Source: an optimization exercise on an open RTL-to-GDS flow (aim: small area). Production flows keep margins and buffers that such runs may drop.
Function was checked by simulation only, so behaviour that the tests miss may differ from the original.
The clock port is modelled as an ideal driver, which makes a skipped or thinned clock tree look cheaper than it is; a real chip needs a root buffer or a tree.
Power and IR drop assume default switching activity.

==> flow/design.v <==
module counter_sat(clk, rclear, clear, ready, q);
   parameter WIDTH = 12;
   parameter [WIDTH-1:0] START = 0;
   parameter [WIDTH-1:0] RSTART = 0;
   parameter [WIDTH-1:0] TAPS = 0;
   localparam [WIDTH-1:0] INV = {(WIDTH+1)/2{2'b01}};
   input              clk;
   input              rclear;
   input              clear;
   output             ready;
   output [WIDTH-1:0] q;
   reg  [WIDTH-1:0] r;
   wire [WIDTH-1:0] s = r ^ INV;
   wire low_zero = ~|s[WIDTH-2:0];
   wire fb = (^(s & TAPS)) & ~low_zero;
   always @(posedge clk)
     if (rclear)
       r <= RSTART ^ INV;
     else if (clear)
       r <= START ^ INV;
     else
       r <= {s[WIDTH-2:0], fb} ^ INV;
   assign ready = low_zero & ~s[WIDTH-1];
   assign q = s;
endmodule
module counter_sat_flag(clk, rclear, clear, fclear, ready, is_zero);
   parameter [10:0] RSTART = 0;
   localparam [10:0] INV = 11'b01010101010;
   input  clk;
   input  rclear;
   input  clear;
   input  fclear;      
   output ready;
   output is_zero;
   reg  [10:0] r;
   reg         flag;
   wire [10:0] s = r ^ INV;
   wire low_zero = ~|s[9:0];
   wire fb = s[10] ^ s[1] ^ low_zero;
   assign is_zero = low_zero & ~s[10];
   always @(posedge clk)
     if (rclear)
       r <= RSTART ^ INV;
     else if (clear)
       r <= 11'h001 ^ INV;
     else
       r <= {s[9:0], fb} ^ INV;
   always @(posedge clk)
     flag <= ~(rclear | clear | fclear) & (flag | is_zero);
   assign ready = flag;
endmodule
module binary_counter(v, down, inc, u);
   input  [7:0] v;
   input        down;
   input        inc;
   output [7:0] u;
   wire [7:0] w = v ^ {8{down}};
   wire [7:0] t;
   assign t[0] = inc;
   genvar i;
   generate
      for (i = 1; i < 8; i = i + 1) begin : g
         assign t[i] = t[i-1] & w[i-1];
      end
   endgenerate
   assign u = v ^ t;
endmodule
module gray_counter(clk, load, d, q);
   input            clk;
   input            load;
   input      [7:0] d;
   output     [7:0] q;
   reg [7:0] qn;     
   always @(posedge clk)
     if (load)
       qn <= ~d;
   assign q = ~qn;
endmodule
module life_1d(clk, rs, event0, event1, d, q);
   parameter RULE150 = 0;
   input            clk;
   input            rs;         
   input            event0;
   input            event1;
   input      [7:0] d;          
   output     [7:0] q;
   reg        run;
   reg [11:0] timer;
   wire low_zero = ~|timer[10:0];
   wire fb = timer[11] ^ timer[7] ^ timer[1] ^ timer[0] ^ low_zero;
   wire gen = run & low_zero & timer[11];
   always @(posedge clk)
     timer <= {timer[10:0], run & fb};
   always @(posedge clk)
     if (rs)
       run <= 1'b0;
     else if (event1)
       run <= ~run;
   wire [7:0] nxt;
   genvar i;
   generate
      for (i = 0; i < 8; i = i + 1) begin : g
         wire l = q[(i + 1) % 8];
         wire c = q[i];
         wire r = q[(i + 7) % 8];
         if (RULE150)
           assign nxt[i] = l ^ c ^ r;
         else
           assign nxt[i] = l ^ (c | r);
      end
   endgenerate
   reg [7:0] qn;     
   always @(posedge clk)
     if (rs | (~run & event0))
       qn <= ~d;
     else if (gen)
       qn <= ~nxt;
   assign q = ~qn;
endmodule
module bemicro_top(
   input  wire CLK_FPGA_50M,
   input  wire RST_N,
   input  wire CPU_RST_N,
   input  wire PBSW_N,
   output wire F_LED0,
   output wire F_LED1,
   output wire F_LED2,
   output wire F_LED3,
   output wire F_LED4,
   output wire F_LED5,
   output wire F_LED6,
   output wire F_LED7
   );
   wire clk = CLK_FPGA_50M;
   reg         rst_done;            
   wire        rs = ~(RST_N & rst_done);
   wire        f0_is_r31;           
   always @(posedge clk)
     rst_done <= RST_N & (rst_done | f0_is_r31);
   reg [1:0] pb_s0, pb_s1, pb_in;
   always @(posedge clk) begin
      pb_s0 <= {PBSW_N, CPU_RST_N};
      pb_s1 <= pb_s0;
      pb_in <= pb_s1;
   end
   wire p0 = ~pb_in[0];
   wire p1 = ~pb_in[1];
   wire r0, r1;
   counter_sat_flag #(.RSTART(11'h284)) PB0_CNTR
     (.clk(clk), .rclear(~RST_N), .clear(p0 & rst_done), .fclear(~rst_done),
      .ready(r0), .is_zero(f0_is_r31));
   counter_sat #(.WIDTH(10), .START(10'h177), .TAPS(10'h204)) PB1_CNTR
     (.clk(clk), .rclear(1'b0), .clear(p1 | ~rst_done), .ready(r1), .q());
   wire e0 = p0 & ~p1 & r0;
   wire e1 = p1 & ~p0 & r1;
   wire em = p0 & p1 & (r0 | r1);
   reg [1:0] mode;
   always @(posedge clk)
     if (rs)
       mode <= 2'd0;
     else if (em)
       mode <= mode + 2'd1;
   wire sel0 = (mode == 2'd0) & rst_done;   
   wire sel1 = (mode == 2'd1);
   wire sel2 = (mode == 2'd2);
   wire sel3 = (mode == 2'd3);
   wire [7:0] c0, c1, l2, l3;
   wire [7:0] v = ({8{sel0}} & c0) | ({8{sel1}} & c1) |
                  ({8{sel2}} & l2) | ({8{sel3}} & l3);
   wire [7:0] u;
   binary_counter step_unit(.v(v), .down(~e0), .inc(rst_done), .u(u));
   gray_counter counter0(.clk(clk), .load(~rst_done | (sel0 & (e0 | e1))), .d(u), .q(c0));
   gray_counter counter1(.clk(clk), .load(~rst_done | (sel1 & (e0 | e1))), .d(u), .q(c1));
   life_1d #(.RULE150(0)) life_1d_0
     (.clk(clk), .rs(~rst_done), .event0(sel2 & e0), .event1(sel2 & e1), .d(u), .q(l2));
   life_1d #(.RULE150(1)) life_1d_1
     (.clk(clk), .rs(~rst_done), .event0(sel3 & e0), .event1(sel3 & e1), .d(u), .q(l3));
   wire [7:0] led = v ^ ({1'b0, v[7:1]} & {8{sel1}});
   assign {F_LED0,F_LED1,F_LED2,F_LED3,F_LED4,F_LED5,F_LED6,F_LED7} = ~led;
endmodule
export LEC_CHECK = 0
export CAP_MARGIN = 20
export CORE_MARGIN = 2
export CORE_UTILIZATION = 70
export GPL_TIMING_DRIVEN = 0
export PLACE_DENSITY = 0.95
export SLEW_MARGIN = 20
create_clock -name core_clock -period 5.0 [get_ports {CLK_FPGA_50M}]
standard.sh (not shown) runs the stock make flow with config.mk's settings and CLKGATE_MAP_FILE= SYNTH_SCRIPT=/design/flow/synth_recipe.tcl, a recipe that flattens the netlist after the stock synthesis.
==> flow/flow/run.sh <==
#!/bin/bash
# Layout flow: the standard ORFS flow (standard.sh), with these changes:
#  - synthesis maps the logic with several area-oriented ABC scripts
#    (flow/abc/*.script) and keeps the smallest result (flow/synth_abc.tcl);
#    ORFS's separate half/full-adder mapping step is left out (ABC maps that
#    logic too); the rest of the synthesis, flip-flop mapping, flattening
#    and renaming are the standard flow's own (synth_recipe.tcl);
#  - the port buffers are sky130_fd_sc_hd__buf_1 cells;
set -euo pipefail
W=$PWD
export FLOW_ABC_DIR=$W/flow/abc
export FLOW_SYNTH_TCL=$W/synth_recipe.tcl
sed "s#SYNTH_SCRIPT=[^ ]*#SYNTH_SCRIPT=$W/flow/synth_abc.tcl ADDER_MAP_FILE=#" standard.sh > flow_make.sh
grep -q "SYNTH_SCRIPT=$W/flow/synth_abc.tcl ADDER_MAP_FILE=" flow_make.sh
export BUFFER_PORTS_ARGS="-buffer_cell sky130_fd_sc_hd__buf_1"
export CTS_ARGS="-sink_clustering_enable -repair_clock_nets -dont_use_dummy_load"
bash flow_make.sh cts > flow_to_cts.log 2>&1
RES=$W/orfs/results/$FLOW_PLATFORM/bemicro_top/base
PLATFORM_DIR=$FLOW_HOME/platforms/$FLOW_PLATFORM \
CK_MAX_SLEW=${CK_MAX_SLEW:-0.110} \
IN_DB=$RES/4_cts.odb IN_SDC=$RES/4_cts.sdc OUT_DB=$RES/4_cts.odb \
  openroad -no_init -exit flow/clock_tree.tcl > clock_tree.log 2>&1
bash flow_make.sh > flow_finish.log 2>&1
Other scripts of this flow, unchanged in this note and not shown: flow/flow/abc/s10.script, flow/flow/abc/s11.script, flow/flow/abc/s12.script, flow/flow/abc/s13.script, flow/flow/abc/s14.script, flow/flow/abc/s2.script, flow/flow/abc/s5.script, flow/flow/abc/s6.script, flow/flow/abc/s8.script, flow/flow/abc/s9.script, flow/flow/clock_tree.tcl, flow/flow/synth_abc.tcl
The first run finished clean.
Change:
Settings changed: PLACE_DENSITY 0.95 to not set.
Combinational power barely changes.
Global-route usage decreases by 1.8 points.
Total power barely changes.
Fmax decreases by about 0.35%.
Hold slack is worse by 32 ps.
Die area does not change.
In every run of this note, the design's own scripts or RTL, not TritonCTS, make the clock network.

## re-timing with driven ports
The flow's constraints put no driver on any port. The routed layouts listed below were extracted and timed again, unchanged, in two steps.
Step 1 sets driving cells, clkbuf_16 on the clock port and buf_2 on the other inputs (assumed; they add their load-dependent delay and slew).
Step 2 adds t to the input delays and takes it off the output delays; t is the mean of the earliest and latest rising clock arrival at the registers after step 1. Input paths then give back, and output paths get back, about the clock's delay inside the block.
a / b / c = no drivers / after step 1 / after step 2; a / b = the first two.
run	t, ns	setup WS [ns]	clock arrival spread, ns	slew at the worst register clock pin (ns)	worst data-port slew with drivers (ns)
the first run	0.204	1.557 / 1.557 / 1.557	0.007 / 0.007	0.11 / 0.11	0.04
the second run	0.213	1.545 / 1.545 / 1.545	0.032 / 0.032	0.11 / 0.11	0.03
After both steps setup and hold are still met in every run listed.
